What follows belongs to an exercise in optimizing a design on an open flow for small area; a production flow would make more cautious choices. Where RTL was checked, it was by simulation tests only, not by an equivalence proof against the original. The clock port is modelled as an ideal driver, which makes a skipped or thinned clock tree look cheaper than it is; a real chip needs a root buffer or a tree. Power is estimated from default activity; no workload was simulated.

## zinc
// digital_takvim
module digital_takvim(
    input clk,
    input reset,
    input [5:0] LedSwitch,
    input speed,
    input Stop_buton,
    input Dakika_arttir_buton,
    input Dakika_azalt_buton,
    input Saat_arttir_buton,
    input Saat_azalt_buton,
    output [6:0] segment,
    output [3:0] sayac,
    output reg [5:0] saniye
    );
    wire stop_c, dA, dZ, hA, hZ;
    debouncer d1(.clk(clk), .reset(reset), .btn_in(Stop_buton),          .btn_out(stop_c));
    debouncer d2(.clk(clk), .reset(reset), .btn_in(Dakika_arttir_buton), .btn_out(dA));
    debouncer d3(.clk(clk), .reset(reset), .btn_in(Dakika_azalt_buton),  .btn_out(dZ));
    debouncer d4(.clk(clk), .reset(reset), .btn_in(Saat_arttir_buton),   .btn_out(hA));
    debouncer d5(.clk(clk), .reset(reset), .btn_in(Saat_azalt_buton),    .btn_out(hZ));
    reg stop, stop_prev;
    always @(posedge clk or posedge reset)
        if (reset)
            stop <= 0;
        else
            stop <= stop ^ (stop_c & ~stop_prev);
    always @(posedge clk)
        stop_prev <= stop_c;
    reg [9:0] pre;
    reg half;
    wire ge600 = pre[9] & pre[6] & pre[4] & pre[3];    
    wire ge10 = (|pre[9:4]) | (pre[3] & (pre[2] | pre[1]));
    wire wrap = speed ? ge10 : ge600;
    wire tick = wrap & ~half;
    always @(posedge clk or posedge reset)
        if (reset) begin
            pre <= 0;
            half <= 0;
        end else begin
            pre <= wrap ? 10'd1 : pre + 10'd1;
            half <= half ^ wrap;
        end
    wire sec_hi = saniye[5] & saniye[4] & saniye[3] & (saniye[2] | (saniye[1] & saniye[0]));
    wire Dar = ~stop & sec_hi;
    wire s_load = tick & stop & (|LedSwitch);
    wire s_cnt = tick & ~stop;
    wire [5:0] s_carry = {&saniye[4:0], &saniye[3:0], &saniye[2:0], &saniye[1:0], saniye[0], 1'b1};
    wire [5:0] s_tog = sec_hi ? saniye : s_carry;
    always @(posedge clk or posedge reset)
        if (reset)
            saniye <= 0;
        else
            saniye <= s_load ? LedSwitch : (saniye ^ ({6{s_cnt}} & s_tog));
    reg [3:0] mu;
    reg [2:0] mt;
    reg [3:0] hu;
    reg [1:0] ht;
    reg kd, kh;
  ...
For scale: ~480 cells after synthesis, about 31 I/O pins, ~4900 sq um of cells after synthesis.
export LEC_CHECK = 0
export CAP_MARGIN = 5
export CORE_MARGIN = 2
export CORE_UTILIZATION = 60
export SLEW_MARGIN = 5
create_clock -name core_clock -period 16.0 [get_ports {clk}]
standard.sh (not shown) runs the stock make flow with config.mk's settings and CLKGATE_MAP_FILE= SYNTH_SCRIPT=/design/flow/synth_recipe.tcl, a recipe that flattens the netlist after the stock synthesis.
==> flow/flow/run.sh <==
#!/bin/bash
# The standard layout with these changes:
#  - synthesis is ORFS's own (flow/synth_area.tcl wraps it like synth_recipe.tcl)
#    but ABC maps with the area-oriented script flow/area.abc;
#  - the port buffers are buf_1 cells;
#  - CTS is a two-level tree built by flow/cts_tree.tcl (one root buffer,
#    CTS_NLEAF leaf buffers over k-means clusters of the flip-flops).
# Output of the ORFS run goes to standard.log; ORFS keeps per-step logs
# under orfs/logs.
set -euo pipefail
F=$(pwd)/flow
export MY_ABC_SCRIPT=$F/area.abc
export BUFFER_PORTS_ARGS="-buffer_cell sky130_fd_sc_hd__buf_1"
export PRE_CTS_TCL=$F/cts_tree.tcl
export CTS_NLEAF=8
export CTS_LEAF_BUF=sky130_fd_sc_hd__clkbuf_8
export CTS_ROOT_BUF=sky130_fd_sc_hd__clkbuf_8
bash standard.sh SYNTH_SCRIPT=$F/synth_area.tcl finish > standard.log 2>&1
Other scripts of this flow, unchanged in this note and not shown: flow/flow/area.abc, flow/flow/cts_tree.tcl, flow/flow/synth_area.tcl
zinc closes out successfully: all stages finished, all timing, DRC and antenna checks passed.
--- input diff zinc..nickel ---
--- a/flow/design.v
+++ b/flow/design.v
@@ -67,25 +67,25 @@
         if (reset) begin
             pre <= 0;
             half <= 0;
         end else begin
             pre <= wrap ? 10'd1 : pre + 10'd1;
             half <= half ^ wrap;
         end
-    wire sec_hi = saniye[5] & saniye[4] & saniye[3] & (saniye[2] | (saniye[1] & saniye[0]));
+    wire sec_hi = (saniye >= 6'd59);
     wire Dar = ~stop & sec_hi;
-    wire s_load = tick & stop & (|LedSwitch);
-    wire s_cnt = tick & ~stop;
-    wire [5:0] s_carry = {&saniye[4:0], &saniye[3:0], &saniye[2:0], &saniye[1:0], saniye[0], 1'b1};
-    wire [5:0] s_tog = sec_hi ? saniye : s_carry;
     always @(posedge clk or posedge reset)
         if (reset)
             saniye <= 0;
-        else
-            saniye <= s_load ? LedSwitch : (saniye ^ ({6{s_cnt}} & s_tog));
+        else if (tick) begin
+            if (stop) begin
+                if (LedSwitch != 0) saniye <= LedSwitch;
+            end else
+                saniye <= sec_hi ? 6'd0 : saniye + 6'd1;
+        end
     reg [3:0] mu;
     reg [2:0] mt;
     reg [3:0] hu;
     reg [1:0] ht;
     reg kd, kh;
     wire d_inc = kd & (stop ? (dA & ~dZ) : Dar);
     wire d_dec = kd & stop & dZ & ~dA;
- Against zinc, nickel reports a number of buffer and inverter instances along the worst setup path that is higher.
- nickel against zinc: count of mapped cells out of synthesis went up; via count higher; part of the power in the clock network decreased 1.2 points.
- nickel against zinc: transition time of the tightest slew-check pin increased 14 ps; adder-cell share of the synthesized area moved up; utilization barely changed.
- Part of the power in combinational logic (nickel over zinc): increase, 4.0 points
- Diff zinc -> nickel: final-layout worst hold slack closely matched the old numbers; initial core utilization level; final worst slack lower; total power increased 6.1%; number of rows created at floorplan barely changed.
The RTL of nickel was laid out without a check of its function. No run of this note takes its clock network from TritonCTS; it comes from the design's own scripts or RTL.


== old ==
digital_takvim, a different RTL version from the one above (not shown whole).
Size in the first run: about 470 cells after synthesis, about 31 I/O pins, ~4800 sq um of cells after synthesis.
==> flow/config.mk <==
export PLATFORM = sky130hd
export DESIGN_NAME = digital_takvim
export DESIGN_NICKNAME = digital_takvim
export VERILOG_FILES = /design/flow/design.v
export SDC_FILE = /design/flow/constraint.sdc
export NUM_CORES = 4
export LEC_CHECK = 0
export CAP_MARGIN = 5
export CORE_MARGIN = 2
export CORE_UTILIZATION = 75
export PLACE_DENSITY = 0.8
export SLEW_MARGIN = 5
==> flow/constraint.sdc <==
create_clock -name core_clock -period 16.0 [get_ports {clk}]
set_input_delay 3.2000 -clock core_clock [delete_from_list [all_inputs] [get_ports {clk}]]
set_output_delay 3.2000 -clock core_clock [all_outputs]
set_load 0.01 [all_outputs]
==> flow/flow/run.sh <==
#!/bin/bash
# The standard layout with these changes:
#  - synthesis is ORFS's own (flow/synth_area.tcl wraps it like synth_recipe.tcl)
#    but ABC maps with the area-oriented script flow/area.abc (a few
#    rounds of &deepsyn, then area-recovering mapping), and adders are not
#    mapped to half/full-adder cells beforehand;
#  - the port buffers are buf_1 cells;
set -euo pipefail
F=$(pwd)/flow
export MY_ABC_SCRIPT=$F/area.abc
export BUFFER_PORTS_ARGS="-buffer_cell sky130_fd_sc_hd__buf_1"
export PRE_CTS_TCL=$F/cts_tree.tcl
export CTS_NLEAF=4
export CTS_LEAF_BUF=sky130_fd_sc_hd__clkbuf_16
export CTS_ROOT_BUF=none
bash standard.sh SYNTH_SCRIPT=$F/synth_area.tcl finish > standard.log 2>&1
Other scripts of this flow, unchanged in this note and not shown: flow/flow/area.abc, flow/flow/cts_tree.tcl, flow/flow/synth_area.tcl
Changes in new relative to old:
diff --git a/flow/design.v b/flow/design.v
--- a/flow/design.v
+++ b/flow/design.v
@@ -54,23 +54,23 @@
         if (reset)
             stop <= 0;
         else
             stop <= stop ^ (stop_c & ~stop_prev);
     always @(posedge clk)
         stop_prev <= stop_c;
     localparam [3:0] LP = 4'b1010;
     reg [3:0] pl;
     reg [5:0] ph;
     reg half;
     wire [3:0] ll = pl ^ LP;
-    wire l10 = (pl == 4'b1000);
+    wire l10 = pl[3] & ~pl[0];    
     wire ge10 = (|ph) | l10;
     wire ge600 = l10 & (&ph[5:3]) & ph[1] & ph[0];    
     wire wrap = speed ? ge10 : ge600;
     wire tick = wrap & ~half;
     always @(posedge clk or posedge reset)
         if (reset) begin
             pl <= 4'b0111;
             ph <= 0;
             half <= 0;
         end else begin
             pl <= (l10 | wrap) ? 4'd0 : ({ll[2:0], ll[3] ^ ll[2]} ^ LP);
@@ -144,23 +144,23 @@
             ht[0] <= ht[0] ^ ((h_inc & hu9) | (h_dec & hu0 & ~h00));
             ht[1] <= ht[1] ^ ((h_inc & ((hu9 & ht[0]) | h23)) | (h_dec & ((hu0 & ht[1]) | h00)));
         end
     always @(posedge clk) begin
         kd <= ~(dA | dZ | Dar) | (kd & ~d_any);
         kh <= ~(hA | hZ | Sar | Saz) | (kh & ~h_any);
     end
     localparam [5:0] MP = 6'b101010;
     reg [5:0] m;
     reg [1:0] sel;
     wire [5:0] ml = m ^ MP;
-    wire m_wrap = (m == 6'b000111);
+    wire m_wrap = (m[4:0] == 5'b00111);    
     always @(posedge clk or posedge reset)
         if (reset) begin
             m <= 6'b000111;
             sel <= 0;
         end else begin
             m <= m_wrap ? 6'd0 : ({ml[4:0], ml[5] ^ ml[4]} ^ MP);
             if (m_wrap) sel <= sel + 2'd1;
         end
     assign sayac[0] = sel[1] | sel[0];
     assign sayac[1] = sel[1] | ~sel[0];
     assign sayac[2] = ~sel[1] | sel[0];
==> comparison <==
new completed every stage of the flow, and the final layout passed the timing, design-rule and antenna checks.
Post-route clock period utilization: new vs old down 1.7 points
new vs old — final net count dropped by a few percent
The fraction of standard cell area that is sequential was comparable across new and old.
Multi-input combinational area share: new < old
Compared with old, met3 layer wire length in the routed design in new increased slightly.
The synthesis-to-layout area growth of new is higher than that of old.
old → new: sequential group share of total power went down; fraction of met3 tracks used by global routing did not really move.
In new, the unique cell type count in the Yosys netlist came out about 11% above the value in old.
In new, the total area of multi-input combinational cells came out 14 sq um below the value in old.
Number of design-rule violations left by the first detailed-router iteration: new worse than old
The lower routed wire length came out of old.
Looking at total via count in the routed design, new sits below old.
No run of this note takes its clock network from TritonCTS; it comes from the design's own scripts or RTL.

-- port drivers added, routing unchanged --
The results above use ideal ports. As a check the final layouts listed here were re-extracted and re-timed, cells and wires unchanged. Step 1 assumes that a clkbuf_16 drives the clock port and a buf_2 every other input. Step 2, shift: input delay + t, output delay - t, t = (earliest + latest rising clock arrival at the registers) / 2. This alone moves slack from input paths to output paths. Three values: ideal, step 1, step 2; two values: the first two.
| run | shift t [ns] | setup WS [ns] | worst setup path after step 2 |
|---|---|---|---|
| zinc | 0.394 | 10.657 / 10.628 / 10.671 | input to register |
| nickel | 0.412 | 10.462 / 10.431 / 10.843 | register to output |
| old | 0.243 | 10.446 / 10.372 / 10.615 | register to output |
| new | 0.243 | 10.716 / 10.643 / 10.758 | input to register |
After both steps every run listed still meets setup and hold.
